Background: an optimization exercise with open tools, aiming at small area. Do not read the settings as production practice. Function was checked by simulation only, so behaviour that the tests miss may differ from the original.

v44:
Design fft8_top, start of the top module:
module fft8_top (
  input  logic         clk,
  input  logic [127:0] x_flat,
  input  logic [191:0] w_flat,
  output logic [127:0] y_flat
);
Size: ~450 I/O pins.
export LEC_CHECK = 0
export ABC_AREA = 0
export CAP_MARGIN = 20
export CORE_MARGIN = 2
export CORE_UTILIZATION = 60
export PLACE_DENSITY = 0.7
export SLEW_MARGIN = 20
export SYNTH_HIERARCHICAL = 1
export SYNTH_MINIMUM_KEEP_SIZE = 0
create_clock -name core_clock -period 10.0 [get_ports {clk}]
standard.sh (not shown) runs the stock make flow with config.mk's settings and CLKGATE_MAP_FILE= SYNTH_SCRIPT=/design/flow/synth_recipe.tcl, a recipe that flattens the netlist after the stock synthesis.
==> flow/flow/run.sh <==
#!/bin/bash
# Own layout flow: the standard flow (standard.sh, with its synthesis unchanged), with
# the port buffers made of the smallest buffer cell (buf_1) and clock tree synthesis
# without dummy loads.  Each tool's output goes to a log file of its own in this folder.
set -euo pipefail
bash standard.sh synth > synth.log 2>&1
export BUFFER_PORTS_ARGS="-buffer_cell sky130_fd_sc_hd__buf_1"
export CTS_ARGS="-sink_clustering_enable -repair_clock_nets -dont_use_dummy_load -buf_list {sky130_fd_sc_hd__clkbuf_4 sky130_fd_sc_hd__clkbuf_8}"
bash standard.sh finish > layout.log 2>&1
Nothing crashed in v44 and all stages finished; the problem is that the final layout failed, the offending checks being antenna rules.
Input-level comparison between v35 and v44:
Settings: putting GPL_TIMING_DRIVEN at 0 where nothing was set.
==> flow/flow/run.sh <==
#!/bin/bash
# Own layout flow: the standard flow (standard.sh, with its synthesis unchanged) with
# - the port buffers made of the smallest buffer cell (buf_1),
# - clock tree synthesis without dummy loads.
# If the routed layout still has an antenna violation, the layout (not the synthesis) is
# made again with a slightly different placement density.
# Each tool's output goes to a log file of its own in this folder.
set -uo pipefail
bash standard.sh synth > synth.log 2>&1 || exit 1
export BUFFER_PORTS_ARGS="-buffer_cell sky130_fd_sc_hd__buf_1"
export REMOVE_ABC_BUFFERS=1
export CTS_ARGS="-sink_clustering_enable -repair_clock_nets -dont_use_dummy_load -buf_list {sky130_fd_sc_hd__clkbuf_4 sky130_fd_sc_hd__clkbuf_8}"
RES=orfs/results/${FLOW_PLATFORM}/fft8_top/base
for addon in "" 0.12 0.2; do
  tag=${addon:-0}
  if [[ -n "$addon" ]]; then
    export PLACE_DENSITY_LB_ADDON=$addon
    # keep the synthesis, redo everything from the floorplan on
    find "$RES" -maxdepth 1 -type f ! -name '1_*' -delete
    rm -f out/final.def
  fi
  bash standard.sh finish > layout_$tag.log 2>&1 || continue
  printf 'read_db %s\nputs "ANTENNAS [check_antennas]"\n' "$RES/6_final.odb" > ant_$tag.tcl
  openroad -no_init -exit ant_$tag.tcl > antenna_$tag.log 2>&1
  if grep -q "^ANTENNAS 0$" antenna_$tag.log; then exit 0; fi
done
exit 0
Findings:
v35 — total non-filler cell area in the finished layout about 0.3% lower, v44 as reference
v35 vs v44, instance count: v35 lower
v44 has higher final core utilization than v35.
Apart from v44, each of v44 and v35 ends the flow with a layout that passes the timing, DRC and antenna checks.
In v44 the implementation completed, yet the final layout does not meet the checks, the culprit being antenna rules.
| antenna diode count | lower: v44 |
Edits applied to the flow inputs when going from v35 to v13:
Settings: removing GPL_TIMING_DRIVEN (formerly 0).
==> flow/flow/run.sh <==
#!/bin/bash
# Own layout flow: the standard flow (standard.sh, with its synthesis unchanged), with
# the port buffers made of the smallest buffer cell (buf_1) and clock tree synthesis
# without dummy loads, and non-critical gates downsized (RECOVER_POWER) after global routing.  Each tool's output goes to a log file of its own in this folder.
set -euo pipefail
bash standard.sh synth > synth.log 2>&1
export BUFFER_PORTS_ARGS="-buffer_cell sky130_fd_sc_hd__buf_1"
export CTS_ARGS="-sink_clustering_enable -repair_clock_nets -dont_use_dummy_load -buf_list {sky130_fd_sc_hd__clkbuf_4 sky130_fd_sc_hd__clkbuf_8}"
export RECOVER_POWER=100
bash standard.sh finish > layout.log 2>&1
Findings:
v13 finished all stages; layout check result: FAIL, due to antenna rules, capacitance limit, slew limit.
The met2 wirelength from detailed routing in v13 sits 2.0% below the value recorded for v35.
Of v13 and v35, v35 shows the lower count of buffers not belonging to the clock network in the layout, with v13 above it.
[v13] via count of the first global-routing pass fell 2,498 relative to v35
Number of max-capacitance violations reported on v13 is up relative to v35.
The capture point of the worst path comes out r1x[123]$_DFF_P_ in one run and r1x[127]$_DFF_P_ in the other, namely in v35 and v13 respectively.
Compared with v35, v13 improves count of vias placed by the detailed router.
Relative to v35, sequential standard cell area decreased by 0.37% in v13.
v13: global-route usage lower than v35
On v13: arrival time of data at the critical path endpoint is 0.37 ns lower than what v35 gave.
Edits applied to the flow inputs when going from v13 to v8:
==> flow/flow/run.sh <==
#!/bin/bash
# Own layout flow: the standard flow (standard.sh, with its synthesis unchanged) with
# - the port buffers made of the smallest buffer cell (buf_1),
# - the standard timing-driven placement (it removes the buffers ABC inserted),
# - clock tree synthesis without dummy loads.
# If the routed layout still has an antenna violation, the layout (not the synthesis) is
# made again with a slightly different placement density.
# Each tool's output goes to a log file of its own in this folder.
set -uo pipefail
bash standard.sh synth > synth.log 2>&1 || exit 1
export BUFFER_PORTS_ARGS="-buffer_cell sky130_fd_sc_hd__buf_1"
export CTS_ARGS="-sink_clustering_enable -repair_clock_nets -dont_use_dummy_load -buf_list {sky130_fd_sc_hd__clkbuf_4 sky130_fd_sc_hd__clkbuf_8}"
RES=orfs/results/${FLOW_PLATFORM}/fft8_top/base
for addon in "" 0.12 0.2; do
  tag=${addon:-0}
  if [[ -n "$addon" ]]; then
    export PLACE_DENSITY_LB_ADDON=$addon
    # keep the synthesis, redo everything from the floorplan on
    find "$RES" -maxdepth 1 -type f ! -name '1_*' -delete
    rm -f out/final.def
  fi
  bash standard.sh finish > layout_$tag.log 2>&1 || continue
  printf 'read_db %s\nputs "ANTENNAS [check_antennas]"\n' "$RES/6_final.odb" > ant_$tag.tcl
  openroad -no_init -exit ant_$tag.tcl > antenna_$tag.log 2>&1
  if grep -q "^ANTENNAS 0$" antenna_$tag.log; then exit 0; fi
done
exit 0
--- outcome ---
Diff v13..v8 | wire length | negligible. Looking only at cell area, and setting everything else aside, the higher value of v13 and v8 goes to v8. [v8 vs v13] pre-CTS worst setup slack: higher in v8. Met2 wirelength from detailed routing: lower on v13. v8 ended with every stage complete and zero timing, DRC or antenna violations. Number of cells on the critical path: v8 lower than v13. Die area came out exactly the same in v13 and v8.

afterwards: timing with drivers on the ports:
Ports are ideal in the flow. The routed layouts listed here were re-timed in OpenROAD.
Step 1: set_driving_cell puts a clkbuf_16 on clk and a buf_2 on each other input, an assumption about the parent block.
Step 2 times the ports against the registers' clock, not the clock port: input delays grow and output delays shrink by t, the midpoint of the rising clock arrivals with the driver on.
Three values: ideal ports, drivers, drivers and shift; two values: the first two.
| run | shift t [ns] | setup slack, ns | worst data-port slew with drivers (ns) | pins driven straight from the clock port |
|---|---|---|---|---|
| v44 | 0.972 | 1.029 / 1.092 / 0.121 | 0.23 | 1 |
| v35 | 0.970 | 0.228 / 0.291 / -0.679 | 0.21 | 1 |
| v13 | 0.971 | 0.689 / 0.744 / -0.226 | 0.23 | 1 |
| v8 | 0.988 | 1.081 / 1.117 / 0.128 | 0.20 | 1 |
The setup slack of v8, which loses most, moves by +0.036 ns with the drivers and by -0.953 ns with both steps.
